Source: an optimization exercise on an open RTL-to-GDS flow (aim: small area, a short achievable clock period and few clock cycles per item). Production flows keep margins and buffers that such runs may drop.
Function was checked by simulation only, so behaviour that the tests miss may differ from the original.

==> flow/design.v (outline; a module is shown in full before it is edited, if it fits) <==
// module network_4_8_12_16_20_16: 4184 lines
module network_4_8_12_16_20_16(clk, reset, s_valid, m_ready, data_in, m_valid, s_ready, data_out);
  // ...
==> flow/run.sh <==
#!/bin/bash
# synth_recipe.tcl (not shown) runs the flow's synth.tcl, then flattens the netlist and writes it again
# the make line also repeats each setting of config.mk as NAME=value (left out here)
make -C /OpenROAD-flow-scripts/flow DESIGN_CONFIG=/design/flow/config.mk WORK_HOME=/design/flow/orfs CLKGATE_MAP_FILE= SYNTH_SCRIPT=/design/flow/synth_recipe.tcl finish
==> flow/config.mk <==
export PLATFORM = sky130hd
export DESIGN_NAME = network_4_8_12_16_20_16
export DESIGN_NICKNAME = network_4_8_12_16_20_16
export VERILOG_FILES = /design/flow/design.v
export SDC_FILE = /design/flow/constraint.sdc
export NUM_CORES = 4
export LEC_CHECK = 0
export CAP_MARGIN = 20
export CORE_MARGIN = 2
export CORE_UTILIZATION = 40
export SETUP_SLACK_MARGIN = 5
export SLEW_MARGIN = 20
==> flow/constraint.sdc <==
create_clock -name core_clock -period 10.0 [get_ports {clk}]
set_input_delay 2.0000 -clock core_clock [delete_from_list [all_inputs] [get_ports {clk}]]
set_output_delay 2.0000 -clock core_clock [all_outputs]
set_load 0.01 [all_outputs]
==> impl_metrics.yaml, run 1 <==
status:
  status: "complete, no violations"
logic_synthesis:
  synth-simple-area-share_pct: 6.79
  yosys_warnings: 2
  synthArstFlopShare_pct: 0
  synth_flop_cell: "edfxtp_1"
clock_tree:
  post_cts_resized: 14
  cts_tree: "built"
  cts_max_level: 3
setup_path:
  required_ns: 10.50
  critPathLaunch: "h1[4]"
  path_buf_inv: 4
  path_cells: "buf_6 > a22oi_1 > xor2_1 > fa_1 > inv_1 > fa_1 > inv_1 > fa_1 > inv_1 > ha_1 > and3_1 > a31o_2 > o41ai_2 > o2111ai_1 > a21oi_1 > xnor2_1"
  worstSetupEndpointType: "register"
detailed_routing:
  drcViolationCount: 0
  ant_nets: 0
  dr.pass1.iters: 9
grt:
  first_global_vias: 55600
  grt-busiest-layer: "met2"
  grt_max_degree: 181
floorplanning:
  initial_core_util_pct: 40.3
  core_um2: 195000
  tap_cells: 2624
timing:
  finalSetupViolCount: 0
  postLayoutSetupSlackWorst_ns: 5.20
  hold_viol: 0
  skew_ns: 0.0706
worst_hold_path:
  min-delay-start: "xs0[1]"
  holdPathStages: 0
final_layout:
  multi_input_area_share_pct: 57.2
  nClkBuffers: 133
  multiInputGateArea_um2: 48100
  inverters_excl_clock: 928
  largest_register_ffs: 180
place:
  place_congestion: 1.01
Testbench counts, summed over its fixed seeds: cycles 3,296, vectors 192.
==> run 2: changes to the inputs <==
==> flow/flow/run.sh (new file) <==
#!/bin/bash
set -euo pipefail
export SETUP_SLACK_MARGIN=5.5
bash standard.sh finish > standard.log 2>&1
==> flow/standard.sh (new file) <==
#!/bin/bash
# synth_recipe.tcl (not shown) runs the flow's synth.tcl, then flattens the netlist and writes it again
# the make line also repeats each setting of config.mk as NAME=value (left out here)
make -C /OpenROAD-flow-scripts/flow DESIGN_CONFIG=/design/flow/config.mk WORK_HOME=/design/flow/orfs CLKGATE_MAP_FILE= SYNTH_SCRIPT=/design/flow/synth_recipe.tcl "${@:-finish}"
--- a/flow/config.mk
+++ b/flow/config.mk
@@ -10,3 +10,2 @@
 export CORE_UTILIZATION = 40
-export SETUP_SLACK_MARGIN = 5
 export SLEW_MARGIN = 20
removed: flow/run.sh
==> run 2 against run 1 <==
Against the previous run:
- synthesized cell count unchanged
- count of clock-buffer cells in the layout up 5
- clock skew grew 0.021 ns
- routed wire length is 2.6% higher
- register-to-register slack better by 0.23 ns
- via count rose by 1.7%
- core utilization rose by 1.2 points
- sequential share of layout area is 0.71 points lower
- non-clock buffer count grew 97
- critical endpoint is now csa[15]
- largest cell class unchanged
==> impl_metrics.yaml, run 2 <==
detailed_routing:
  drt-wirelength-per-cell_um: 27.6
  avgViaCountPerCell: 5.63
  dr.pass1.iters: 7
  vias: 56500
  dr.first_iter.drc_count: 6522
  wl_um: 276000
  drcViolationCount: 0
  ant_nets: 0
place:
  place_congestion: 1.06
  place_hpwl_um: 214000
  io_buffers: 36
  dp_cells: 9723
logic_synthesis:
  synth_flop_cell: "edfxtp_1"
  ys_types: 88
  synth_most_common_cell: "inv_1"
  synth_cells: 7579
  synth_top_cell_area_share_pct: 21.5
  synth_seq_cells: 954
  netlist_area_um2: 78500
  synth-edff-count: 562
  synth_fp_nets: 8699
  ys_top_cells_by_count: "inv_1 (920), a22oi_1 (918), fa_1 (817), xnor2_1 (700), xor2_1 (567)"
  ys_top_cells_by_area: "edfxtp_1 (21%), fa_1 (21%), dfxtp_1 (10%), a22oi_1 (8.8%), xnor2_1 (7.8%)"
  yosys_warnings: 2
  synth_area_per_cell_um2: 10.4
  synthArstFlopShare_pct: 0
  yosysSeqAreaShare_pct: 31.5
  synth_top_cell_by_area: "edfxtp_1"
final_layout:
  final_cell_count_no_fill: 10000
  largest_register_ffs: 180
  multiInputGateArea_um2: 49100
  syn2layout_area_growth_pct: 10.2
  final_common_cell: "inv_1"
  seq_area_um2: 24900
  layout_common_cells: "inv_1 (909), a22oi_1 (882), fa_1 (798)"
  drive_above_1_share_pct: 9.32
  nets: 8421
  top_register: "h2"
  utilization_pct: 44.4
  fillers: 18500
floorplanning:
  fp-row-count: 162
  core_um2: 195000
  dieArea_um2: 200000
  fp.dieW_um: 447
  die_h_um: 447
  initial_core_util_pct: 40.3
  pin_count: 38
clock_tree:
  cts_root_buf: "clkbuf_16"
  cts_tree: "built"
  worstSkewPairLatency_ns: 0.81
  clockBufferDepth: 3
  clk_pin_slew_worst_paths_ns: 0.06
  cts_max_level: 3
  clock_sinks: 954
  holdBufCountCts: 0
  cts_buffers: 108
worst_hold_path:
  hp-class: "reg2reg"
timing:
  max_slew_margin_pct: 28.1
  period_needed_ns: 4.57
  hold_viol: 0
  setup_tns_ns: 0
  finalSetupViolCount: 0
  skew_ns: 0.0921
  fin_crit_sh_pct: 45.7
  rsz0062_at_grt: "true"
  drv_slew: 0
  fmax_mhz: 219
  tightest_slew_ns: 1.08
setup_path:
  required_ns: 10.54
  crit_type: "reg2reg"
  cp.arrival_ns: 5.11
  worstPathMaxFanout: 15
  start_kind: "register"
  worstSetupEndpointType: "register"
grt:
  antenna_found_initial: 11
  grt_usage_pct: 27.4
  first_global_vias: 56600
  grt_max_degree: 153
  grt_overflow: 0
  grt_pass1_wl_um: 399000
job:
  maxCapViolations: 0
status:
  status: "complete, no violations"
-- run 2: cell counts after synthesis --
Identical to the previous run, type by type.
-- run 2: final cells by class --
| class | count | share of cell area, % |
|---|---|---|
| diodes | 8 | 0.0231 |
| clock buffers | 138 | 3.52 |
| clock inverters | 66 | 0.777 |
| inverters | 928 | 4.08 |
| multi-input cells | 5112 | 56.7 |
| flip-flops and latches | 954 | 28.8 |
| well taps | 2624 | 3.80 |
| repair buffers | 196 | 2.29 |
| repair inverters | 1 | 0.0130 |
-- run 2: what timing repair did --
item                       4_1_cts  5_1_grt
setup buffers                   34       49
cloned                           7        2
hold endpoints to repair         0        0
pin swaps                       29       89
setup endpoints to repair      224      105
resized for setup              136      199
-- run 2: path summary, 6_finish.rpt --
path | endpoint | from | slack (ns) | depth (start not counted)
worst max register to register | csa[15] | l1a_t0 | 5.43 | 16
worst max-delay path | csa[15] | l1a_t0 | 5.43 | 16
worst min-delay path | l2u2_ra[4] | l2u2_rb[4] | 0.41 | 0
worst min register to register | l2u2_ra[4] | l2u2_rb[4] | 0.41 | 0
-- run 2: cell families (layout without fill, tap and decap cells) --
group | after synthesis | in the layout | share of synthesized area [%]
AOI/OAI and AO/OA | 1588 | 1588 | 13.9
xor gates and xnor gates | 1275 | 1275 | 14.4
adders and majority gates | 1100 | 1100 | 25.3
buffers and inverters | 1513 | 1329 | 7.41
DFF | 954 | 954 | 31.5
muxes | 47 | 47 | 0.716
other | 1 | 9 | 0.00478
and+or+nand+nor | 1101 | 1101 | 6.79
-- run 2: critical path: stages (launching register included) --
cell and delay, ns:
dfxtp_1 0.84, a22oi_2 0.21, xor2_2 0.21, fa_1 0.55, fa_1 0.42, inv_1 0.08, fa_1 0.16, inv_1 0.05
fa_1 0.48, inv_1 0.06, fa_2 0.37, xnor2_2 0.15, xnor2_1 0.14, xnor2_1 0.20, xnor2_1 0.16, xnor2_1 0.16
xnor2_1 0.08
-- run 2: per-layer routing --
| metal | global-route usage [%] | vias up | share of wire (%) |
|---|---|---|---|
| met5 | 0 | - | 0.017 |
| met4 | 16.2 | 6 | 7.3 |
| met3 | 4.27 | 636 | 7.0 |
| met2 | 43.8 | 2770 | 46 |
| met1 | 35.1 | 28400 | 39 |
| li1 | - | 24700 | - |
-- run 2: per-stage QoR --
stage / hold WS (ns) / setup WS, ns / cell area [um2]
floorplan: 0.400 / 2.61 / 78600
global placement: 0.401 / 3.86 / 80500
detailed placement: 0.405 / 3.98 / 80500
CTS: 0.404 / 5.35 / 85200
global route: 0.420 / 5.22 / 86500
finish: 0.411 / 5.43 / 86500
==> run 3: changes to the inputs <==
--- a/flow/config.mk
+++ b/flow/config.mk
@@ -9,3 +9,3 @@
 export CORE_MARGIN = 2
-export CORE_UTILIZATION = 40
+export CORE_UTILIZATION = 55
 export SLEW_MARGIN = 20
==> run 3 against run 2 <==
Against the previous run:
- critical endpoint unchanged
- core utilization up 17 points
- highest routed layer unchanged
- register-to-register slack got worse by 0.03 ns
==> impl_metrics.yaml, run 3 <==
final_layout:
  syn2layout_area_growth_pct: 9.87
  drive_above_1_share_pct: 11.5
  utilization_pct: 60.9
  fillers: 12000
  seq_area_um2: 25000
  multiInputGateArea_um2: 49300
  nets: 8467
  layout_common_cells: "inv_1 (906), a22oi_1 (854), fa_1 (795)"
  final_common_cell: "inv_1"
  top_register: "h2"
  largest_register_ffs: 180
status:
  status: "complete, no violations"
floorplanning:
  fp.dieW_um: 382
  pin_count: 38
  die_h_um: 382
  initial_core_util_pct: 55.4
  fp-row-count: 138
  core_um2: 142000
  dieArea_um2: 146000
clock_tree:
  cts_max_level: 3
  cts_tree: "built"
  cts_root_buf: "clkbuf_16"
  cts_buffers: 104
  worstSkewPairLatency_ns: 0.77
  clock_sinks: 954
  clockBufferDepth: 3
  clk_pin_slew_worst_paths_ns: 0.07
timing:
  max_slew_margin_pct: 26.8
  fin_crit_sh_pct: 46.0
  postLayoutSetupSlackWorst_ns: 5.40
  holdWs_ns: 0.415
  setup_tns_ns: 0
  tightest_slew_ns: 1.10
  finalSetupViolCount: 0
  drv_slew: 0
  fmax_mhz: 217
  rsz0062_at_grt: "true"
  skew_ns: 0.0693
  hold_viol: 0
  period_needed_ns: 4.60
logic_synthesis:
  synth_seq_cells: 954
  synth_flop_cell: "edfxtp_1"
  synth_cells: 7579
  synth_area_per_cell_um2: 10.4
  yosys_warnings: 2
  ys_types: 88
  ys_top_cells_by_area: "edfxtp_1 (21%), fa_1 (21%), dfxtp_1 (10%), a22oi_1 (8.8%), xnor2_1 (7.8%)"
  synth_most_common_cell: "inv_1"
  yosysSeqAreaShare_pct: 31.5
  synth_fp_nets: 8699
  synth-edff-count: 562
  synthArstFlopShare_pct: 0
  synth_top_cell_area_share_pct: 21.5
  synth_top_cell_by_area: "edfxtp_1"
  ys_top_cells_by_count: "inv_1 (920), a22oi_1 (918), fa_1 (817), xnor2_1 (700), xor2_1 (567)"
  netlist_area_um2: 78500
detailed_routing:
  wl_um: 277000
  ant_nets: 0
  dr.first_iter.drc_count: 7999
  drt-wirelength-per-cell_um: 29.6
  avgViaCountPerCell: 6.17
  dr.pass1.iters: 6
  drcViolationCount: 0
  vias: 57600
grt:
  grt-busiest-layer: "met2"
  grt_usage_pct: 37.3
  grt_max_degree: 117
  gr-usage-met1_pct: 53.1
  use_met3_pct: 7.62
  grt_overflow: 0
  use_met2_pct: 53.6
  antenna_found_initial: 13
  first_global_vias: 55800
  grt_pass1_wl_um: 395000
place:
  place_congestion: 1.06
  place_ws_ns: 4.86
  place_hpwl_um: 212000
  io_buffers: 36
setup_path:
  cp.arrival_ns: 5.10
  crit_top_cell: "xnor2_1"
  required_ns: 10.49
  path_buf_inv: 5
  path_cells: "buf_12 > buf_16 > mux2_4 > a22oi_2 > xor2_1 > fa_1 > fa_1 > inv_1 > fa_1 > inv_1 > fa_1 > inv_2 > fa_2 > xnor2_2 > xnor2_1 > xnor2_1 > xnor2_1 > xnor2_1 > xnor2_1"
  worstPathMaxFanout: 6
  crit_type: "reg2reg"
  worstSetupEndpointType: "register"
  cpPeakStageDelay_ns: 0.49
  start_kind: "register"
  critPathSlowestCell: "fa_1"
  cpLargestDelayFamily: "adder cells"
job:
  maxCapViolations: 0
worst_hold_path:
  hp-class: "reg2reg"
run 3: routing by layer:
layer	up-vias	share of wire, %
li1	24800	-
met1	29000	41
met2	3163	43
met3	601	9.7
met4	4	6.1
met5	-	0.034
run 3: kinds of logic (layout without fill, tap and decap cells):
logic type	after synthesis	in the layout	share of synthesized area [%]
compound gates	1588	1588	13.9
buf+inv	1513	1369	7.41
xor+xnor	1275	1275	14.4
simple gates	1101	1101	6.79
fa+ha+maj	1100	1100	25.3
flops	954	954	31.5
mux	47	47	0.716
other cells	1	12	0.00478
run 3: metrics by stage:
stage | cells | cell area, um2
finish | 9336 | 86300
global route | 9328 | 86200
CTS | 9225 | 84200
detailed placement | 8981 | 79500
global placement | 8981 | 79500
floorplan | 7579 | 78600
run 3: timing repair:
item | CTS | global route
setup buffers | 41 | 94
setup endpoints to repair | 145 | 127
endpoints found under the hold margin | 0 | 0
gates resized for setup | 211 | 275
pin swaps | 19 | 111
gates cloned | 9 | 5
hold buffers | 0 | 0
run 3: layout make-up:
| class | instances | share of cell area (%) |
|---|---|---|
| repair inverters | 1 | 0.00580 |
| clock buffers | 138 | 3.37 |
| inverters | 928 | 4.07 |
| well taps | 1890 | 2.74 |
| flip-flops and latches | 954 | 29.0 |
| diodes | 11 | 0.0319 |
| repair buffers | 246 | 2.85 |
| clock inverters | 56 | 0.772 |
| multi-input cells | 5112 | 57.2 |
run 3: final timing paths:
kind         depth (start not counted)      end  slack, ns    from
max                                 19  csa[15]       5.40  l1_sel
min reg2reg                          0    x0[9]       0.41  xs0[9]
max reg2reg                         19  csa[15]       5.40  l1_sel
min                                  0    x0[9]       0.41  xs0[9]
==> run 4: changes to the inputs <==
--- a/flow/config.mk
+++ b/flow/config.mk
@@ -9,3 +9,3 @@
 export CORE_MARGIN = 2
-export CORE_UTILIZATION = 55
+export CORE_UTILIZATION = 65
 export SLEW_MARGIN = 20
==> run 4 against run 3 <==
Against the previous run:
- area after synthesis stayed put
- final cell count is 3.3% lower
- sequential cell count stayed put
- critical path type unchanged
- clock skew is 0.027 ns lower
- synthesized cell count stayed put
- routed wire length is 0.12% higher
- via count is 3.2% higher
- core utilization is 11 points higher
- still clean on timing, DRC and antenna
- highest routed layer unchanged
- global-route usage is 7.3 points higher
- sequential share of layout area is 0.22 points higher
==> impl_metrics.yaml, run 4 <==
final_layout:
  fillers: 8649
  final_common_cell: "inv_1"
  final_cell_count_no_fill: 9027
  multiInputGateArea_um2: 49200
  layout_common_cells: "inv_1 (906), a22oi_1 (856), fa_1 (803)"
  nets: 8442
  drive_above_1_share_pct: 10.9
  syn2layout_area_growth_pct: 9.03
  largest_register_ffs: 180
  top_register: "h2"
  seq_area_um2: 25000
  utilization_pct: 71.4
detailed_routing:
  vias: 59500
  dr.pass1.iters: 9
  dr.first_iter.drc_count: 9558
  ant_nets: 0
  avgViaCountPerCell: 6.59
  drcViolationCount: 0
  wl_um: 277000
  drt-wirelength-per-cell_um: 30.7
grt:
  use_met2_pct: 62.0
  grt-busiest-layer: "met2"
  gr-usage-met1_pct: 59.7
  grt_usage_pct: 44.6
  grt_pass1_wl_um: 397000
  grt_max_degree: 125
  use_met3_pct: 15.8
  antenna_found_initial: 16
  first_global_vias: 57900
  grt_overflow: 0
setup_path:
  cp.arrival_ns: 5.32
  worstPathMaxFanout: 15
  path_cells: "a22oi_1 > xor2_1 > fa_1 > inv_1 > fa_2 > fa_1 > fa_2 > xnor2_1 > xnor2_1 > xnor2_1 > xnor2_1 > xnor2_1 > xnor2_1 > xnor2_1 > xnor2_1"
  crit_top_cell: "xnor2_1"
  path_buf_inv: 1
  cpLargestDelayFamily: "adder cells"
  required_ns: 10.65
  cpPeakStageDelay_ns: 0.63
  crit_type: "reg2reg"
  critPathSlowestCell: "dfxtp_2"
  start_kind: "register"
  worstSetupEndpointType: "register"
timing:
  setup_tns_ns: 0
  max_slew_margin_pct: 28.3
  period_needed_ns: 4.67
  rsz0062_at_grt: "true"
  skew_ns: 0.0427
  drv_slew: 0
  fmax_mhz: 214
  finalSetupViolCount: 0
  fin_crit_sh_pct: 46.7
  tightest_slew_ns: 1.07
  holdWs_ns: 0.415
  hold_viol: 0
logic_synthesis:
  synth_area_per_cell_um2: 10.4
  synth_most_common_cell: "inv_1"
  synth-simple-area-share_pct: 6.79
  synthArstFlopShare_pct: 0
  synth_fp_nets: 8699
  synth_cells: 7579
  synth_top_cell_by_area: "edfxtp_1"
  synth_top_cell_area_share_pct: 21.5
  synth_flop_cell: "edfxtp_1"
  synth-edff-count: 562
  yosysSeqAreaShare_pct: 31.5
  synth_compound_gate_area_share_pct: 13.9
  netlist_area_um2: 78500
  synth_adder_area_share_pct: 25.3
  ys_top_cells_by_count: "inv_1 (920), a22oi_1 (918), fa_1 (817), xnor2_1 (700), xor2_1 (567)"
  synth_top_family_by_area: "adder cells"
  ys_top_cells_by_area: "edfxtp_1 (21%), fa_1 (21%), dfxtp_1 (10%), a22oi_1 (8.8%), xnor2_1 (7.8%)"
  synth_mux_area_share_pct: 0.716
  synth_xor_xnor_area_share_pct: 14.4
  ys_types: 88
  synth_seq_cells: 954
  yosys_warnings: 2
floorplanning:
  die_h_um: 352
  dieArea_um2: 124000
  initial_core_util_pct: 65.5
  core_um2: 120000
  fp-row-count: 127
  fp.dieW_um: 352
  pin_count: 38
clock_tree:
  cts_max_level: 3
  clk_pin_slew_worst_paths_ns: 0.07
  clockBufferDepth: 3
  cts_buffers: 99
  cts_root_buf: "clkbuf_16"
  clock_sinks: 954
  worstSkewPairLatency_ns: 0.75
  cts_tree: "built"
status:
  status: "complete, no violations"
worst_hold_path:
  hp-class: "reg2reg"
place:
  place_hpwl_um: 203000
  place_congestion: 1.08
  io_buffers: 36
  dp_cells: 8694
job:
  maxCapViolations: 0
run 4: cell count changes in the layout (fill, tap and decap cells not counted), moves of 9 or more:
cell / before / now
buf_4: 166 / 143
dfxtp_2: 140 / 129
clkbuf_1: 21 / 11
clkinvlp_4: 8 / 18
dfxtp_1: 223 / 232
xnor2_2: 15 / 6
run 4: worst register-to-register path, stage by stage (launching register included):
cell and delay, ns:
dfxtp_2 0.63, a22oi_1 0.16, xor2_1 0.19, fa_1 0.51
inv_1 0.06, fa_2 0.63, fa_1 0.48, fa_2 0.42
xnor2_1 0.15, xnor2_1 0.14, xnor2_1 0.32, xnor2_1 0.18
xnor2_1 0.16, xnor2_1 0.17, xnor2_1 0.12, xnor2_1 0.25
run 4: path summary, 6_finish.rpt:
| path | startpoint | end | slack, ns | depth (start not counted) |
|---|---|---|---|---|
| min | l2u0_rb[13] | l2u0_ra[13] | 0.42 | 0 |
| min reg2reg | l2u0_rb[13] | l2u0_ra[13] | 0.42 | 0 |
| max | l3c7_o0 | l3_r15_3 | 5.33 | 15 |
| max reg2reg | l3c7_o0 | l3_r15_3 | 5.33 | 15 |
run 4: logic make-up after synthesis:
group	count (synthesis)
xor+xnor	1275
flops	954
buf+inv	1513
other cells	1
simple gates	1101
mux	47
compound gates	1588
fa+ha+maj	1100
run 4: routing by layer:
layer / part of all wire (%) / vias to the layer above
met4: 7.9 / 16
met1: 37 / 29300
met2: 41 / 4385
li1: - / 24700
met5: 0.036 / -
met3: 14 / 995
run 4: stage by stage:
stage / setup WS (ns) / instance area (um2)
after global placement: 4.37 / 79100
after detailed placement: 4.29 / 79100
final: 5.33 / 85600
after global routing: 5.18 / 85600
after floorplan: 2.61 / 78600
after CTS: 5.41 / 84100
run 4: repair_timing:
action,4_1_cts,5_1_grt
pin swaps,23,116
hold buffers,0,0
cloned,9,5
endpoints found under the setup margin,242,141
gates resized for setup,225,233
buffers inserted,80,44
run 4: final cells by class:
cell class / count / share of cell area [%]
multi-input cells: 5112 / 57.5
clock buffers: 129 / 3.30
flip-flops and latches: 954 / 29.2
clock inverters: 58 / 0.804
repair buffers: 225 / 2.70
diodes: 7 / 0.0205
well taps: 1612 / 2.36
inverters: 928 / 4.13
repair inverters: 2 / 0.0219
==> run 5: changes to the inputs <==
==> flow/flow/run.sh (replaced) <==
#!/bin/bash
set -euo pipefail
export SETUP_SLACK_MARGIN=5.5
bash standard.sh synth > synth.log 2>&1
python3 flow/flip_fa.py orfs/results/sky130hd/network_4_8_12_16_20_16/base/1_2_yosys.v > flip_fa.log 2>&1
bash standard.sh finish > standard.log 2>&1
==> flow/flow/flip_fa.py (new file) <==
#!/usr/bin/env python3
"""Inverter clean-up between full-adder cells in a Yosys netlist (sky130hd).

Yosys's extract_fa often leaves an inverter between one full adder and the next. A full adder
with all three inputs complemented gives both outputs complemented, so each full adder may be
used in either polarity. This script picks a polarity for each full adder (greedy local search)
that needs as few inverters as possible, removes the inverters between cells and re-inserts one
inverter per signal where some load still needs the complement. Registers, ports and all other
cells are left as they are.

usage: flip_fa.py NETLIST   (rewrites NETLIST in place, keeps NETLIST.orig)
"""
import collections
import re
import shutil
import sys

OUT_PINS = {"Y", "X", "Q", "Q_N", "SUM", "COUT"}
INV = re.compile(r"sky130_fd_sc_hd__inv_\d+$")
FA = re.compile(r"sky130_fd_sc_hd__fa_\d+$")
FA_IN = {"A", "B", "CIN"}


def esc(n):
    """A net as written in a pin connection: escaped names need a space before the bracket."""
    return n + " " if n.startswith("\\") else n


def main(path):
    text = open(path).read()
    # module body: cell instances "TYPE NAME ( .P(net), ... );"
    cell_re = re.compile(r"^(\s*)(sky130_fd_sc_hd__\w+)\s+(\S+)\s*\((.*?)\);\n", re.S | re.M)
    cells = []
    for m in cell_re.finditer(text):
        pins = [(p, n.strip()) for p, n in re.findall(r"\.(\w+)\(([^()]*)\)", m.group(4))]
        cells.append({"m": m, "type": m.group(2), "name": m.group(3), "pins": pins})
    fixed_nets = set()
    for m in re.finditer(r"^\s*assign\s+(.*?);", text, re.M | re.S):
        for tok in re.findall(r"\\\S+|[A-Za-z_][A-Za-z0-9_$]*(?:\[\d+\])?", m.group(1)):
            fixed_nets.add(tok)
    for m in re.finditer(r"^\s*(input|output|inout)\s+(?:\[(\d+):(\d+)\]\s+)?(\\\S+|\w+)\s*;", text, re.M):
        name = m.group(4)
        fixed_nets.add(name)
        if m.group(2) is not None:
            hi, lo = int(m.group(2)), int(m.group(3))
            for i in range(min(hi, lo), max(hi, lo) + 1):
                fixed_nets.add(f"{name}[{i}]")

    drv = {}
    loads = collections.defaultdict(list)
    for ci, c in enumerate(cells):
        for pi, (p, n) in enumerate(c["pins"]):
            if p in OUT_PINS:
                drv[n] = (ci, pi)
            else:
                loads[n].append((ci, pi))

    def is_inv(ci):
        return bool(INV.match(cells[ci]["type"]))

    def is_fa(ci):
        return bool(FA.match(cells[ci]["type"]))

    # an inverter may be removed if its output net is not fixed and only feeds cell pins
    def removable(ci):
        c = cells[ci]
        y = dict(c["pins"]).get("Y")
        a = dict(c["pins"]).get("A")
        return y is not None and a is not None and y not in fixed_nets and a in drv

    # every load pin of the design, by the non-inverter output ("root") it reaches through
    # removable inverters, with the number of inversions on the way
    rl = collections.defaultdict(list)   # root (ci, pi) -> [(load ci, load pi, parity)]
    removed = set(ci for ci in range(len(cells)) if is_inv(ci) and removable(ci))
    for ci, c in enumerate(cells):
        if ci in removed:
            continue
        for pi, (p, n) in enumerate(c["pins"]):
            if p in OUT_PINS or n not in drv:
                continue
            par, net = 0, n
            while net in drv and drv[net][0] in removed:
                par ^= 1
                net = dict(cells[drv[net][0]]["pins"])["A"]
            if net not in drv:
                raise SystemExit(f"inverter chain without a cell driver at {n}")
            rl[drv[net]].append((ci, pi, par))

    fas = [ci for ci in range(len(cells)) if is_fa(ci)]
    flip = {ci: 0 for ci in fas}

    def fl(ci, pin=None):
        if ci in flip and (pin is None or pin in FA_IN or pin in ("SUM", "COUT")):
            return flip[ci]
        return 0

    def rcost(root):
        fr = fl(root[0])
        return 1 if any(par ^ fr ^ fl(ci, cells[ci]["pins"][pi][0]) for ci, pi, par in rl[root]) else 0

    inc = collections.defaultdict(set)
    for root, ls in rl.items():
        if root[0] in flip:
            inc[root[0]].add(root)
        for ci, pi, par in ls:
            if ci in flip:
                inc[ci].add(root)
    # an FA on a net we keep as it is (a port, an assign, a constant) stays unflipped
    frozen = set()
    for ci in fas:
        for p, n in cells[ci]["pins"]:
            if n in fixed_nets or n not in drv:
                frozen.add(ci)
    base = sum(rcost(r) for r in rl)
    for _ in range(30):
        changed = False
        for ci in fas:
            if ci in frozen:
                continue
            before = sum(rcost(r) for r in inc[ci])
            flip[ci] ^= 1
            after = sum(rcost(r) for r in inc[ci])
            if after < before:
                changed = True
            else:
                flip[ci] ^= 1
        if not changed:
            break
    after = sum(rcost(r) for r in rl)

    # rewrite: every accounted load connects to its root net or to the root's single inverter
    newpin = {}
    new_cells = []
    new_wires = []
    k = 0
    for root, ls in rl.items():
        rnet = cells[root[0]]["pins"][root[1]][1]
        fr = fl(root[0])
        invnet = None
        for ci, pi, par in ls:
            need = par ^ fr ^ fl(ci, cells[ci]["pins"][pi][0])
            if need:
                if invnet is None:
                    k += 1
                    invnet = f"_fa_flip_n{k}_"
                    new_wires.append(invnet)
                    new_cells.append(f"  sky130_fd_sc_hd__inv_1 _fa_flip_i{k}_ (\n    .A({esc(rnet)}),\n    .Y({invnet})\n  );\n")
                newpin[(ci, pi)] = invnet
            else:
                newpin[(ci, pi)] = rnet
    # consistency: every load of a removed inverter must have been re-pointed
    for ci in removed:
        y = dict(cells[ci]["pins"])["Y"]
        for (lc, lp) in loads[y]:
            if lc not in removed and (lc, lp) not in newpin:
                raise SystemExit(f"unaccounted load {cells[lc]['name']}.{cells[lc]['pins'][lp][0]}")

    out = []
    pos = 0
    for ci, c in enumerate(cells):
        m = c["m"]
        out.append(text[pos:m.start()])
        pos = m.end()
        if ci in removed:
            continue
        pins = [(p, newpin.get((ci, pi), n)) for pi, (p, n) in enumerate(c["pins"])]
        body = ",\n".join(f"    .{p}({esc(n)})" for p, n in pins)
        out.append(f"{m.group(1)}{c['type']} {c['name']} (\n{body}\n  );\n")
    out.append(text[pos:])
    res = "".join(out)
    decl = "".join(f"  wire {w};\n" for w in new_wires) + "".join(new_cells)
    idx = res.rindex("endmodule")
    res = res[:idx] + decl + res[idx:]
    shutil.copyfile(path, path + ".orig")
    open(path, "w").write(res)
    ninv_before = sum(1 for c in cells if INV.match(c["type"]))
    print(f"full adders {len(fas)}, flipped {sum(flip.values())}, frozen {len(frozen)}")
    print(f"inverting signals {base} -> {after}; inverters {ninv_before} -> "
          f"{ninv_before - len(removed) + len(new_cells)}")


if __name__ == "__main__":
    main(sys.argv[1])
--- a/flow/config.mk
+++ b/flow/config.mk
@@ -9,3 +9,3 @@
 export CORE_MARGIN = 2
-export CORE_UTILIZATION = 65
+export CORE_UTILIZATION = 40
 export SLEW_MARGIN = 20
==> run 5 against run 4 <==
Against the previous run:
- die area increased by 58%
- register-to-register slack barely moved
- largest cell class unchanged
- maximum frequency down 0.19%
- area after synthesis down 2.3%
==> impl_metrics.yaml, run 5 <==
final_layout:
  fillers: 17700
  layout_common_cells: "a22oi_1 (855), fa_1 (800), xnor2_1 (689)"
  largest_register_ffs: 180
  syn2layout_area_growth_pct: 10.8
  final_common_cell: "a22oi_1"
  drive_above_1_share_pct: 11.7
  top_register: "h2"
  nets: 7984
floorplanning:
  fp.dieW_um: 442
  dieArea_um2: 195000
  fp-row-count: 160
  pin_count: 38
  die_h_um: 442
  initial_core_util_pct: 40.3
  core_um2: 190000
setup_path:
  worstPathMaxFanout: 10
  worstSetupEndpointType: "register"
  required_ns: 10.50
  crit_type: "reg2reg"
  cp.arrival_ns: 5.18
  start_kind: "register"
grt:
  grt_max_degree: 106
  antenna_found_initial: 3
  grt_usage_pct: 27.9
  first_global_vias: 55100
  grt_overflow: 0
  grt_pass1_wl_um: 398000
timing:
  hold_viol: 0
  rsz0062_at_grt: "true"
  skew_ns: 0.0456
  fin_crit_sh_pct: 46.8
  setup_tns_ns: 0
  period_needed_ns: 4.68
  tightest_slew_ns: 1.22
  fmax_mhz: 214
  drv_slew: 0
  postLayoutSetupSlackWorst_ns: 5.32
  max_slew_margin_pct: 18.6
  finalSetupViolCount: 0
clock_tree:
  worstSkewPairLatency_ns: 0.76
  cts_root_buf: "clkbuf_16"
  cts_tree: "built"
  cts_buffers: 105
  clk_pin_slew_worst_paths_ns: 0.06
  clockBufferDepth: 3
  clock_sinks: 954
  cts_max_level: 3
detailed_routing:
  drt-wirelength-per-cell_um: 29.6
  drcViolationCount: 0
  ant_nets: 0
  dr.first_iter.drc_count: 6536
  dr.pass1.iters: 8
  avgViaCountPerCell: 5.83
  wl_um: 280000
  vias: 55200
status:
  status: "complete, no violations"
job:
  maxCapViolations: 0
place:
  place_hpwl_um: 215000
  place_congestion: 1.01
  io_buffers: 36
  place_ws_ns: 4.49
worst_hold_path:
  hp-class: "reg2reg"
logic_synthesis:
  synth_cells: 7092
  synth_area_per_cell_um2: 10.8
  yosys_warnings: 2
  netlist_area_um2: 76700
  synth_fp_nets: 8212
-- run 5: final cells by class --
type                            count  area, um2  area share, %
Inverter                          441       1690           1.99
Multi-Input combinational cell   5112      49300           58.0
Clock buffer                      155       2990           3.52
Clock inverter                     38        390          0.459
Timing Repair inverter              1       11.3         0.0133
Sequential cell                   954      25000           29.4
Timing Repair Buffer              249       2490           2.93
Tap cell                         2511       3140           3.70
Antenna cell                        1       2.50        0.00295
-- run 5: metrics by stage --
stage	hold WS, ns	area (um2)	instances	utilization (%)
6_report	0.415	85000	9462	44.6
5_1_grt	0.422	85000	9461	44.6
4_1_cts	0.415	83100	9373	43.7
3_5_place_dp	0.405	78600	9126	41.3
3_3_place_gp	0.400	78600	9126	41.3
2_1_floorplan	0.400	76800	7092	-
-- run 5: worst paths after layout --
kind | startpoint | to | slack [ns] | cells after the start
hold reg to reg | xs0[9] | x0[9] | 0.41 | 0
hold / removal | xs0[9] | x0[9] | 0.41 | 0
setup reg to reg | l1_sel | csa[15] | 5.32 | 17
setup / recovery | l1_sel | csa[15] | 5.32 | 17
-- run 5: timing repair --
action / 4_1_cts / 5_1_grt
cloned: 9 / 7
buffers inserted: 45 / 81
gates resized for setup: 196 / 248
pin swaps: 18 / 121
hold buffers: 0 / 0
endpoints found under the setup margin: 121 / 46
-- run 5: metal layers --
layer	vias to the layer above	track usage [%]	wire [um]
met3	614	3.77	19100
li1	23800	-	-
met5	-	0	27
met2	2628	44.4	129000
met4	4	16.4	21200
met1	28100	36.6	111000
-- run 5: critical path, stage by stage (launching register included) --
cell and delay [ns]:
dfxtp_4 0.35, buf_12 0.14, buf_6 0.12, mux2_4 0.30, a22oi_2 0.23, xor2_2 0.19, fa_2 0.48, fa_2 0.55
inv_2 0.04, fa_2 0.35, fa_2 0.36, fa_2 0.39, xnor2_2 0.22, xnor2_2 0.10, xnor2_1 0.20, xnor2_1 0.17
xnor2_1 0.16, xnor2_1 0.08
==> run 6: changes to the inputs <==
--- a/flow/flow/run.sh
+++ b/flow/flow/run.sh
@@ -2,3 +2,3 @@
 set -euo pipefail
-export SETUP_SLACK_MARGIN=5.5
+export SETUP_SLACK_MARGIN=5.75
 bash standard.sh synth > synth.log 2>&1
==> run 6 against run 5 <==
Against the previous run:
- synthesized cell count did not move
- via count rose by 0.99%
- count of clock-buffer cells in the layout fell by 10
- die area did not move
- area after synthesis did not move
- routed wire length rose by 0.90%
- setup slack improved by 0.044 ns
- first-iteration DRC count fell by 7.8%
- final area rose by 2.7%
==> impl_metrics.yaml, run 6 <==
grt:
  first_global_vias: 56000
  grt_overflow: 0
  grt_usage_pct: 28.5
  grt_max_degree: 79
  antenna_found_initial: 7
  grt_pass1_wl_um: 405000
final_layout:
  top_register: "h2"
  fillers: 17300
  final_cell_count_no_fill: 9558
  layout_common_cells: "a22oi_1 (818), fa_1 (739), xnor2_1 (685)"
  syn2layout_area_growth_pct: 13.8
  final_common_cell: "a22oi_1"
  final_area_um2: 87200
  seq_area_um2: 25000
  drive_above_1_share_pct: 15.8
  multiInputGateArea_um2: 50400
  nets: 8067
  utilization_pct: 45.8
  largest_register_ffs: 180
floorplanning:
  pin_count: 38
  initial_core_util_pct: 40.3
  die_h_um: 442
  dieArea_um2: 195000
  fp.dieW_um: 442
  core_um2: 190000
  fp-row-count: 160
clock_tree:
  clockBufferDepth: 3
  cts_root_buf: "clkbuf_16"
  clock_sinks: 954
  worstSkewPairLatency_ns: 0.79
  cts_buffers: 107
  cts_max_level: 3
  clk_pin_slew_worst_paths_ns: 0.07
  cts_tree: "built"
place:
  place_congestion: 1.04
  placed_cell_area_um2: 78600
  io_buffers: 36
  place_ws_ns: 4.69
  place_hpwl_um: 212000
  dp_cells: 9125
logic_synthesis:
  netlist_area_um2: 76700
  synth_fp_nets: 8212
  yosys_warnings: 2
  synth_cells: 7092
  synth_area_per_cell_um2: 10.8
detailed_routing:
  wl_um: 283000
  drcViolationCount: 0
  dr.pass1.iters: 6
  avgViaCountPerCell: 5.83
  dr.first_iter.drc_count: 6023
  vias: 55700
  drt-wirelength-per-cell_um: 29.6
  ant_nets: 0
worst_hold_path:
  hp-class: "reg2reg"
  min-delay-start: "xs0[14]"
timing:
  tightest_slew_ns: 1.03
  fin_crit_sh_pct: 46.3
  postLayoutSetupSlackWorst_ns: 5.37
  rsz0062_at_grt: "true"
  skew_ns: 0.0503
  hold_viol: 0
  setup_tns_ns: 0
  period_needed_ns: 4.63
  max_slew_margin_pct: 31.4
  finalSetupViolCount: 0
  drv_slew: 0
  fmax_mhz: 216
setup_path:
  worstPathMaxFanout: 10
  critPathLaunch: "l1_sel"
  crit_type: "reg2reg"
  rr_startpoint: "l1_sel"
  required_ns: 10.55
  worstSetupEndpointType: "register"
  start_kind: "register"
  cp.arrival_ns: 5.18
job:
  maxCapViolations: 0
status:
  status: "complete, no violations"
-- run 6: layer usage --
layer	global-route usage (%)	wire length, um	vias to the layer above	share of wire [%]
li1	-	-	24000	-
met1	36.3	111000	28300	39
met2	45.1	128000	2761	45
met3	3.99	18600	731	6.6
met4	19.1	24300	4	8.6
met5	0	44	-	0.016
-- run 6: layout make-up --
class,count,area share [%]
flip-flops and latches,954,28.6
multi-input cells,5113,57.7
repair buffers,330,3.81
clock inverters,56,0.759
diodes,8,0.0229
clock buffers,145,3.52
inverters,441,1.93
well taps,2511,3.60
-- run 6: timing repair --
action / 4_1_cts / 5_1_grt
gates resized for setup: 451 / 244
pin swaps: 178 / 183
endpoints found under the setup margin: 204 / 79
gates cloned: 18 / 0
buffers inserted: 157 / 49
hold buffers: 0 / 0
-- run 6: worst paths after layout --
kind | to | slack [ns] | depth (start not counted)
worst min-delay path | x0[14] | 0.42 | 0
worst max register to register | csa[15] | 5.37 | 17
worst max-delay path | csa[15] | 5.37 | 17
worst min register to register | x0[14] | 0.42 | 0
-- run 6: per-stage QoR --
stage | hold slack [ns]
after CTS | 0.420
after global routing | 0.424
after floorplan | 0.400
final | 0.422
after global placement | 0.403
after detailed placement | 0.406
-- run 6: worst max-delay path, stage by stage (launching register included) --
cell and delay (ns):
dfxtp_4 0.35, buf_12 0.14, buf_4 0.13, mux2_4 0.30, a22oi_2 0.20, xor2_2 0.19, fa_2 0.48, fa_2 0.54
inv_1 0.05, fa_2 0.33, fa_2 0.36, fa_2 0.38, xnor2_2 0.15, xnor2_1 0.21, xnor2_1 0.16, xnor2_1 0.15
xnor2_1 0.15, xnor2_1 0.09
==> run 7: changes to the inputs <==
--- a/flow/flow/run.sh
+++ b/flow/flow/run.sh
@@ -2,3 +2,3 @@
 set -euo pipefail
-export SETUP_SLACK_MARGIN=5.75
+export SETUP_SLACK_MARGIN=5.25
 bash standard.sh synth > synth.log 2>&1
==> run 7 against run 6 <==
Against the previous run:
- clock skew shrank 0.0080 ns
- setup slack lost 0.063 ns
- global-route usage shrank 1.3 points
- area after synthesis is the same
- still clean on timing, DRC and antenna
- maximum frequency shrank 1.3%
- count of clock-buffer cells in the layout shrank 4
- die area is the same
- routed wire length shrank 4.6%
==> impl_metrics.yaml, run 7 <==
status:
  status: "complete, no violations"
clock_tree:
  clk_pin_slew_worst_paths_ns: 0.06
  clock_sinks: 954
  worstSkewPairLatency_ns: 0.77
  cts_tree: "built"
  cts_root_buf: "clkbuf_16"
  cts_max_level: 3
  cts_buffers: 107
  clockBufferDepth: 3
  holdBufCountCts: 0
final_layout:
  multiInputGateArea_um2: 48300
  fillers: 17800
  top_register: "h2"
  largest_register_ffs: 180
  final_common_cell: "a22oi_1"
  syn2layout_area_growth_pct: 8.57
  layout_common_cells: "a22oi_1 (908), fa_1 (813), xnor2_1 (697)"
  drive_above_1_share_pct: 7.91
  nets: 7883
  seq_area_um2: 24900
timing:
  rsz0062_at_grt: "true"
  drv_slew: 0
  fmax_mhz: 213
  skew_ns: 0.0423
  setup_tns_ns: 0
  max_slew_margin_pct: 21.2
  tightest_slew_ns: 1.18
  hold_viol: 0
  period_needed_ns: 4.70
  finalSetupViolCount: 0
  holdWs_ns: 0.419
  fin_crit_sh_pct: 47.0
floorplanning:
  dieArea_um2: 195000
  pin_count: 38
  core_um2: 190000
  die_h_um: 442
  fp.dieW_um: 442
  fp-row-count: 160
  initial_core_util_pct: 40.3
setup_path:
  crit_type: "reg2reg"
  required_ns: 10.68
  cp.arrival_ns: 5.37
  worstSetupEndpointType: "register"
  cpPeakStageDelay_ns: 0.72
  critPathSlowestCell: "dfxtp_1"
  path_cells: "a22oi_1 > xor2_1 > fa_1 > fa_1 > fa_1 > inv_1 > fa_1 > xnor2_1 > xnor2_1 > xnor2_1 > xnor2_1 > xnor2_1 > xnor2_1 > xnor2_1 > xnor2_1"
  start_kind: "register"
  crit_top_cell: "xnor2_1"
  worstPathMaxFanout: 9
grt:
  grt_overflow: 0
  grt_max_degree: 177
  antenna_found_initial: 5
  grt_pass1_wl_um: 390000
  first_global_vias: 54700
  grt_usage_pct: 27.2
detailed_routing:
  drt-wirelength-per-cell_um: 28.8
  drcViolationCount: 0
  vias: 54400
  avgViaCountPerCell: 5.81
  ant_nets: 0
  dr.pass1.iters: 7
  wl_um: 270000
  dr.first_iter.drc_count: 6525
job:
  maxCapViolations: 0
place:
  io_buffers: 36
  place_congestion: 1.05
  place_hpwl_um: 212000
logic_synthesis:
  netlist_area_um2: 76700
  synth_fp_nets: 8212
  synth_cells: 7092
  synth_area_per_cell_um2: 10.8
  yosys_warnings: 2
worst_hold_path:
  hp-class: "reg2reg"
==> run 7: timing repair <==
action,4_1_cts,5_1_grt
endpoints found under the setup margin,60,52
pin swaps,4,11
resized for setup,73,120
cloned,2,1
buffers inserted,5,23
==> run 7: final cells by class <==
type | instances | share of cell area, %
Inverter | 441 | 2.01
Sequential cell | 954 | 29.9
Clock buffer | 141 | 3.63
Clock inverter | 60 | 0.968
Timing Repair Buffer | 147 | 1.67
Tap cell | 2511 | 3.77
Multi-Input combinational cell | 5112 | 58.0
Antenna cell | 6 | 0.0180
==> run 7: path summary, 6_finish.rpt <==
| kind | from | slack, ns | end | cells past startpoint |
|---|---|---|---|---|
| hold reg to reg | xs0[0] | 0.42 | x0[0] | 0 |
| hold / removal | xs0[0] | 0.42 | x0[0] | 0 |
| setup / recovery | l3c2_t3 | 5.30 | l3_r15_3 | 15 |
| setup reg to reg | l3c2_t3 | 5.30 | l3_r15_3 | 15 |
==> run 7: critical path: cells and delay by family, from the launching register on <==
family / cells / cell delay, ns
xor gates and xnor gates: 9 / 1.49
buffers and inverters: 1 / 0.08
AOI/OAI and AO/OA: 1 / 0.19
adders and majority gates: 4 / 2.14
DFF: 1 / 0.72
==> run 7: through the flow <==
stage          area [um2]  cells  utilization (%)  worst slack [ns]
3_3_place_gp        78600   9132             41.3              4.51
6_report            83200   9372             43.7              5.30
5_1_grt             83200   9366             43.7              5.19
2_1_floorplan       76800   7092                -              2.62
3_5_place_dp        78600   9134             41.3              4.51
4_1_cts             82700   9342             43.4              5.20
==> run 7: routing by layer <==
layer,global-route usage (%),vias to the layer above,part of all wire [%]
li1,-,23600,-
met4,16.2,0,7.1
met2,44.0,2549,47
met3,3.62,591,6.2
met5,0,-,0
met1,34.8,27700,40
==> run 8: changes to the inputs <==
--- a/flow/flow/run.sh
+++ b/flow/flow/run.sh
@@ -2,3 +2,3 @@
 set -euo pipefail
-export SETUP_SLACK_MARGIN=5.25
+export SETUP_SLACK_MARGIN=5
 bash standard.sh synth > synth.log 2>&1
==> run 8 against run 7 <==
Against the previous run:
- still clean
- area after synthesis stayed put
- clock skew rose by 0.040 ns
- routed wire length fell by 0.58%
- critical path type unchanged
- sequential cell count did not move
==> impl_metrics.yaml, run 8 <==
status:
  status: "complete, no violations"
clock_tree:
  cts_buffers: 108
  holdBufCountCts: 0
  cts_tree: "built"
  cts_max_level: 3
  clk_pin_slew_worst_paths_ns: 0.06
  cts_root_buf: "clkbuf_16"
  clock_sinks: 954
  worstSkewPairLatency_ns: 0.82
  clockBufferDepth: 3
grt:
  grt_overflow: 0
  grt_pass1_wl_um: 389000
  antenna_found_initial: 5
  grt_max_degree: 74
  grt_usage_pct: 27.1
  first_global_vias: 54200
floorplanning:
  pin_count: 38
  fp.dieW_um: 442
  fp-row-count: 160
  die_h_um: 442
  dieArea_um2: 195000
  initial_core_util_pct: 40.3
  core_um2: 190000
setup_path:
  cp.arrival_ns: 5.49
  rr_endpoint: "l3_r15_3"
  start_kind: "register"
  worstPathMaxFanout: 10
  required_ns: 10.62
  rr_startpoint: "l3c0_n3"
  worstSetupEndpointType: "register"
  worst_r2r_path_depth: 14
  rrSetupSlack_ns: 5.12
  crit_type: "reg2reg"
place:
  place_hpwl_um: 212000
  placed_cell_area_um2: 78600
  io_buffers: 36
  place_congestion: 1.05
  place_ws_ns: 4.61
detailed_routing:
  wl_um: 268000
  ant_nets: 0
  dr.pass1.iters: 7
  vias: 54000
  avgViaCountPerCell: 5.76
  drt-wirelength-per-cell_um: 28.7
  dr.first_iter.drc_count: 6372
  drcViolationCount: 0
final_layout:
  drive_above_1_share_pct: 6.43
  largest_register_ffs: 180
  nets: 7871
  final_common_cell: "a22oi_1"
  top_register: "h2"
  fillers: 17700
  syn2layout_area_growth_pct: 7.81
  final_area_um2: 82700
  layout_common_cells: "a22oi_1 (915), fa_1 (816), xnor2_1 (698)"
job:
  maxCapViolations: 0
worst_hold_path:
  holdPathStages: 0
  hold_end: "x0[10]"
  min-delay-start: "xs0[10]"
  hp-class: "reg2reg"
timing:
  period_needed_ns: 4.88
  drv_slew: 0
  setup_tns_ns: 0
  fin_crit_sh_pct: 48.8
  finalSetupViolCount: 0
  fmax_mhz: 205
  holdWs_ns: 0.418
  rsz0062_at_grt: "true"
  hold_viol: 0
  tightest_slew_ns: 1.07
  postLayoutSetupSlackWorst_ns: 5.12
  skew_ns: 0.0820
  max_slew_margin_pct: 28.7
logic_synthesis:
  synth_cells: 7092
  yosys_warnings: 2
  synth_fp_nets: 8212
  synth_area_per_cell_um2: 10.8
  netlist_area_um2: 76700
[run 8: changes by cell type in the layout (fill, tap and decap cells not counted), moves of 7 or more]
cell / delta
a22oi_1: +7
a22oi_2: -7
bufinv_16: -8
clkinv_1: +9
dfxtp_1: +63
dfxtp_2: -57
[run 8: routing by layer]
| metal | vias to the layer above | routed length [um] | track usage, % |
|---|---|---|---|
| li1 | 23600 | - | - |
| met1 | 27300 | 108000 | 35.4 |
| met2 | 2566 | 124000 | 43.5 |
| met3 | 532 | 18000 | 3.85 |
| met4 | 2 | 17800 | 14.9 |
| met5 | - | 52 | 0 |
[run 8: critical path: stages, from the launching register on]
cell and delay (ns):
dfxtp_1 0.79, xor2_1 0.21, fa_1 0.57, fa_1 0.63, fa_1 0.52, inv_1 0.12, fa_1 0.43, xnor2_1 0.21
xnor2_1 0.16, xnor2_1 0.15, xnor2_1 0.11, xnor2_1 0.35, xnor2_1 0.19, xnor2_1 0.17, xnor2_1 0.13
[run 8: per-stage QoR]
stage	utilization [%]	instances
floorplan	-	7092
global placement	41.3	9134
detailed placement	41.3	9134
CTS	43.3	9341
global route	43.4	9361
finish	43.4	9364
[run 8: how the worst max path moves through the flow]
stage	slack, ns	to	depth (start not counted)	start
floorplan	2.62	h2[0][0]	4	cnt[0]
global placement	4.57	csa[15]	16	l1_sel
detailed placement	4.61	l2u4_rb[15]	14	h1[2]
CTS	5.00	l2u4_rb[15]	14	h1[3]
global route	4.93	csa[15]	16	l1_sel
finish	5.12	l3_r15_3	14	l3c0_n3
[run 8: cell type report]
| type | instances | area (um2) | area share (%) |
|---|---|---|---|
| clock inverter | 74 | 771 | 0.932 |
| sequential | 954 | 24800 | 30.0 |
| antenna | 8 | 20.0 | 0.0242 |
| tap | 2511 | 3140 | 3.80 |
| multi-input combinational | 5112 | 48200 | 58.3 |
| clock buffer | 130 | 2930 | 3.54 |
| timing repair buffer | 134 | 1190 | 1.44 |
| inverter | 441 | 1660 | 2.01 |
[run 8: repair_timing]
action	CTS	global route
setup endpoints to repair	11	34
cloned	2	0
pin swaps	0	3
resized for setup	18	55
setup buffers	1	14
==> run 9: changes to the inputs <==
--- a/flow/flow/run.sh
+++ b/flow/flow/run.sh
@@ -2,3 +2,3 @@
 set -euo pipefail
-export SETUP_SLACK_MARGIN=5
+export SETUP_SLACK_MARGIN=4.75
 bash standard.sh synth > synth.log 2>&1
==> run 9 against run 8 <==
Against the previous run:
- first-iteration DRC count is 2.1% higher
- critical endpoint unchanged
- routed wire length increased by 0.28%
- register-to-register slack got worse by 0.21 ns
- still clean on timing, DRC and antenna
==> impl_metrics.yaml, run 9 <==
status:
  status: "complete, no violations"
clock_tree:
  cts_root_buf: "clkbuf_16"
  holdBufCountCts: 0
  clockBufferDepth: 3
  cts_max_level: 3
  clk_pin_slew_worst_paths_ns: 0.06
  worstSkewPairLatency_ns: 0.82
  clock_sinks: 954
  cts_buffers: 105
  cts_tree: "built"
timing:
  holdWs_ns: 0.412
  skew_ns: 0.127
  max_slew_margin_pct: 23.8
  rsz0062_at_grt: "false"
  setup_tns_ns: 0
  fin_crit_sh_pct: 50.9
  finalSetupViolCount: 0
  drv_slew: 0
  hold_viol: 0
  period_needed_ns: 5.09
  tightest_slew_ns: 1.14
  fmax_mhz: 197
detailed_routing:
  ant_nets: 0
  avgViaCountPerCell: 5.77
  dr.pass1.iters: 8
  dr.first_iter.drc_count: 6503
  vias: 53900
  drt-wirelength-per-cell_um: 28.8
  wl_um: 269000
  drcViolationCount: 0
place:
  placed_cell_area_um2: 78500
  place_congestion: 1.05
  place_hpwl_um: 213000
  io_buffers: 36
  dp_cells: 9118
final_layout:
  largest_register_ffs: 180
  final_cell_count_no_fill: 9334
  drive_above_1_share_pct: 5.29
  final_common_cell: "a22oi_1"
  nets: 7839
  syn2layout_area_growth_pct: 7.41
  fillers: 17800
  layout_common_cells: "a22oi_1 (918), fa_1 (817), xnor2_1 (699)"
  top_register: "h2"
  final_area_um2: 82400
floorplanning:
  initial_core_util_pct: 40.3
  fp.dieW_um: 442
  die_h_um: 442
  dieArea_um2: 195000
  pin_count: 38
  fp-row-count: 160
  core_um2: 190000
logic_synthesis:
  netlist_area_um2: 76700
  synth_cells: 7092
  synth_area_per_cell_um2: 10.8
  synth_fp_nets: 8212
  yosys_warnings: 2
setup_path:
  crit_type: "reg2reg"
  rr_endpoint: "l3_r15_3"
  rrSetupSlack_ns: 4.91
  start_kind: "register"
  cp.arrival_ns: 5.66
  worstSetupEndpointType: "register"
  worstPathMaxFanout: 14
  worst_r2r_path_depth: 13
  required_ns: 10.57
  rr_startpoint: "l3c2_n1"
grt:
  grt_pass1_wl_um: 390000
  first_global_vias: 54800
  grt_usage_pct: 27.3
  grt_overflow: 0
  antenna_found_initial: 7
  grt_max_degree: 178
worst_hold_path:
  hp-class: "reg2reg"
  hold_end: "x0[3]"
  min-delay-start: "xs0[3]"
  holdPathStages: 0
job:
  maxCapViolations: 0
run 9: final cells by class:
class | instances | area [um2] | share of cell area (%)
multi-input cells | 5112 | 48100 | 58.4
clock inverters | 71 | 920 | 1.12
inverters | 441 | 1660 | 2.02
flip-flops and latches | 954 | 24700 | 30.0
repair buffers | 105 | 953 | 1.16
clock buffers | 127 | 2800 | 3.40
well taps | 2511 | 3140 | 3.81
diodes | 13 | 32.5 | 0.0395
run 9: repair_timing:
item / 4_1_cts / 5_1_grt
buffers inserted: 0 / 3
setup endpoints to repair: 25 / 12
gates resized for setup: 5 / 11
cloned: 0 / 2
endpoints found under the hold margin: 0 / 0
run 9: through the flow:
stage	worst slack [ns]	util [%]
2_1_floorplan	2.62	-
3_3_place_gp	4.47	41.2
3_5_place_dp	4.53	41.2
4_1_cts	4.79	43.2
5_1_grt	4.75	43.3
6_report	4.91	43.3
run 9: critical path: stages (launching register included):
cell and delay, ns:
dfxtp_1 1.01, xnor2_1 0.20, fa_1 0.52, inv_1 0.07, fa_1 0.53, fa_1 0.54
fa_1 0.56, xnor2_1 0.18, xnor2_1 0.14, xnor2_1 0.28, xnor2_1 0.18, xnor2_1 0.15
xnor2_1 0.38, xnor2_1 0.13
run 9: worst max-delay path by stage:
stage	start	to	slack (ns)	cells after the start
floorplan	cnt[0]	h2[0][0]	2.62	4
global placement	t[3]	l3c7_n1	4.47	10
detailed placement	t[3]	l3c7_n1	4.53	10
CTS	l1_sel	csa[15]	4.79	16
global route	l1_sel	csa[15]	4.75	16
finish	l3c2_n1	l3_r15_3	4.91	13
run 9: per-layer routing:
layer  vias to the layer above  global-route usage [%]  wire length [um]
met5                         -                       0                13
met1                     27300                    35.4            109000
li1                      23600                       -                 -
met2                      2481                    43.6            124000
met3                       515                    3.50             16900
met4                         2                    16.3             19000
==> run 10: changes to the inputs <==
--- a/flow/flow/run.sh
+++ b/flow/flow/run.sh
@@ -2,3 +2,3 @@
 set -euo pipefail
-export SETUP_SLACK_MARGIN=4.75
+export SETUP_SLACK_MARGIN=5.5
 bash standard.sh synth > synth.log 2>&1
--- a/flow/config.mk
+++ b/flow/config.mk
@@ -9,3 +9,3 @@
 export CORE_MARGIN = 2
-export CORE_UTILIZATION = 40
+export CORE_UTILIZATION = 32
 export SLEW_MARGIN = 20
==> run 10 against run 9 <==
Against the previous run:
- still clean on timing, DRC and antenna
- first-iteration DRC count shrank 11%
- core utilization shrank 7.3 points
- maximum frequency grew 9.5%
- count of clock-buffer cells in the layout grew 7
- non-clock buffer count grew 105
- critical path type unchanged
- critical endpoint is now csa[15]
- largest cell class unchanged
==> impl_metrics.yaml, run 10 <==
floorplanning:
  die_h_um: 494
  fp-row-count: 179
  dieArea_um2: 244000
  fp.dieW_um: 494
  initial_core_util_pct: 32.2
  core_um2: 238000
  pin_count: 38
setup_path:
  path_buf_inv: 3
  crit_top_cell: "xnor2_1"
  cpPeakStageDelay_ns: 0.55
  start_kind: "register"
  critPathSlowestCell: "fa_2"
  worstPathMaxFanout: 10
  path_cells: "buf_12 > mux2_4 > buf_4 > a22oi_2 > xor2_1 > fa_1 > fa_2 > inv_1 > fa_2 > fa_2 > fa_2 > xnor2_2 > xnor2_1 > xnor2_1 > xnor2_1 > xnor2_1 > xnor2_1"
  cp.arrival_ns: 5.18
  crit_type: "reg2reg"
  worstSetupEndpointType: "register"
  required_ns: 10.53
  cpLargestDelayFamily: "adder cells"
logic_synthesis:
  synth_fp_nets: 8212
  yosys_warnings: 2
  netlist_area_um2: 76700
  synth_cells: 7092
  synth_area_per_cell_um2: 10.8
final_layout:
  drive_above_1_share_pct: 11.1
  nets: 7946
  fillers: 23400
  top_register: "h2"
  largest_register_ffs: 180
  final_common_cell: "a22oi_1"
  syn2layout_area_growth_pct: 11.6
  layout_common_cells: "a22oi_1 (873), fa_1 (780), xnor2_1 (695)"
  final_area_um2: 85500
detailed_routing:
  drcViolationCount: 0
  dr.pass1.iters: 7
  drt-wirelength-per-cell_um: 26.6
  dr.first_iter.drc_count: 5804
  wl_um: 268000
  avgViaCountPerCell: 5.40
  ant_nets: 0
  vias: 54400
clock_tree:
  clockBufferDepth: 3
  cts_root_buf: "clkbuf_16"
  cts_buffers: 106
  clk_pin_slew_worst_paths_ns: 0.06
  holdBufCountCts: 0
  clock_sinks: 954
  worstSkewPairLatency_ns: 0.78
  cts_max_level: 3
  cts_tree: "built"
place:
  io_buffers: 36
  placed_cell_area_um2: 79300
  place_hpwl_um: 205000
  place_congestion: 0.999
timing:
  skew_ns: 0.0417
  fin_crit_sh_pct: 46.5
  tightest_slew_ns: 1.09
  setup_tns_ns: 0
  period_needed_ns: 4.65
  fmax_mhz: 215
  drv_slew: 0
  rsz0062_at_grt: "true"
  max_slew_margin_pct: 26.8
  hold_viol: 0
  finalSetupViolCount: 0
job:
  maxCapViolations: 0
grt:
  grt_overflow: 0
  grt_usage_pct: 21.1
  first_global_vias: 55100
  grt_pass1_wl_um: 381000
  grt_max_degree: 83
  antenna_found_initial: 12
worst_hold_path:
  hp-class: "reg2reg"
status:
  status: "complete, no violations"
run 10: what timing repair did:
action | in CTS | in global routing
resized for setup | 177 | 213
cloned | 3 | 13
endpoints found under the setup margin | 121 | 60
pin swaps | 5 | 103
setup buffers | 38 | 55
run 10: layout make-up:
| cell class | count | area [um2] | area share, % |
|---|---|---|---|
| diodes | 4 | 10.0 | 0.0117 |
| clock buffers | 134 | 2950 | 3.44 |
| clock inverters | 64 | 764 | 0.894 |
| inverters | 441 | 1680 | 1.97 |
| multi-input cells | 5112 | 49100 | 57.3 |
| flip-flops and latches | 954 | 25000 | 29.2 |
| well taps | 3167 | 3960 | 4.63 |
| repair buffers | 210 | 2160 | 2.52 |
| repair inverters | 1 | 8.76 | 0.0102 |
run 10: layer usage:
| layer | vias up | global-route usage [%] | wire length [um] |
|---|---|---|---|
| met5 | - | 0 | 32 |
| met3 | 732 | 3.23 | 18800 |
| met4 | 4 | 14.1 | 22900 |
| met1 | 27300 | 26.6 | 104000 |
| met2 | 2607 | 33.5 | 123000 |
| li1 | 23700 | - | - |
run 10: final timing paths:
path            from  slack, ns  cells past startpoint       to
min reg2reg  xs0[11]       0.42                      0   x0[11]
min          xs0[11]       0.42                      0   x0[11]
max reg2reg   l1_sel       5.35                     17  csa[15]
max           l1_sel       5.35                     17  csa[15]
run 10: per-stage QoR:
stage	instances	hold WS, ns	util [%]	setup slack [ns]
after floorplan	7092	0.400	-	2.62
after global placement	9775	0.402	33.3	4.42
after detailed placement	9775	0.406	33.3	4.59
after CTS	10000	0.415	35.2	5.30
after global routing	10100	0.418	35.9	5.19
final	10100	0.417	35.9	5.35

[port drivers added, routing unchanged]
The flow's constraints put no driver on any port. The routed layouts listed below were extracted and timed again, unchanged, in two steps. Step 1 (the two cells are an assumption about what drives the block):
set clk [get_ports {clk}]
set_driving_cell -lib_cell sky130_fd_sc_hd__clkbuf_16 $clk
set_driving_cell -lib_cell sky130_fd_sc_hd__buf_2 [delete_from_list [all_inputs] $clk]
Step 2 adds t to the input delays and takes it off the output delays; t is the mean of the earliest and latest rising clock arrival at the registers after step 1. Input paths then give back, and output paths get back, about the clock's delay inside the block. a / b / c = ideal / step 1 / step 2; a / b = the first two.
run	shift t [ns]	slack for setup (ns)	worst hold slack (ns)	slew at the worst register clock pin (ns)	cell pins on the clock port's net
run 1	0.846	5.198 / 5.198 / 5.198	0.418 / 0.418 / 0.418	0.07 / 0.07	1
run 2	0.846	5.432 / 5.432 / 5.432	0.411 / 0.411 / 0.411	0.08 / 0.08	1
run 3	0.812	5.397 / 5.397 / 5.335	0.415 / 0.415 / 0.415	0.08 / 0.08	1
run 4	0.811	5.332 / 5.332 / 5.332	0.415 / 0.415 / 0.415	0.08 / 0.08	1
run 5	0.818	5.323 / 5.323 / 5.267	0.415 / 0.415 / 0.415	0.07 / 0.07	1
run 6	0.853	5.367 / 5.367 / 5.359	0.422 / 0.422 / 0.422	0.08 / 0.08	1
run 7	0.839	5.304 / 5.304 / 5.304	0.419 / 0.419 / 0.419	0.07 / 0.07	1
run 8	0.857	5.125 / 5.125 / 5.125	0.418 / 0.418 / 0.418	0.07 / 0.07	1
run 9	0.841	4.913 / 4.913 / 4.913	0.412 / 0.412 / 0.412	0.07 / 0.07	1
run 10	0.839	5.352 / 5.352 / 5.352	0.417 / 0.417 / 0.417	0.08 / 0.08	1
After both steps every run listed still meets setup and hold. For run 3, which loses most, drivers alone change the setup slack by 0.000 ns; drivers and shift together by -0.062 ns.
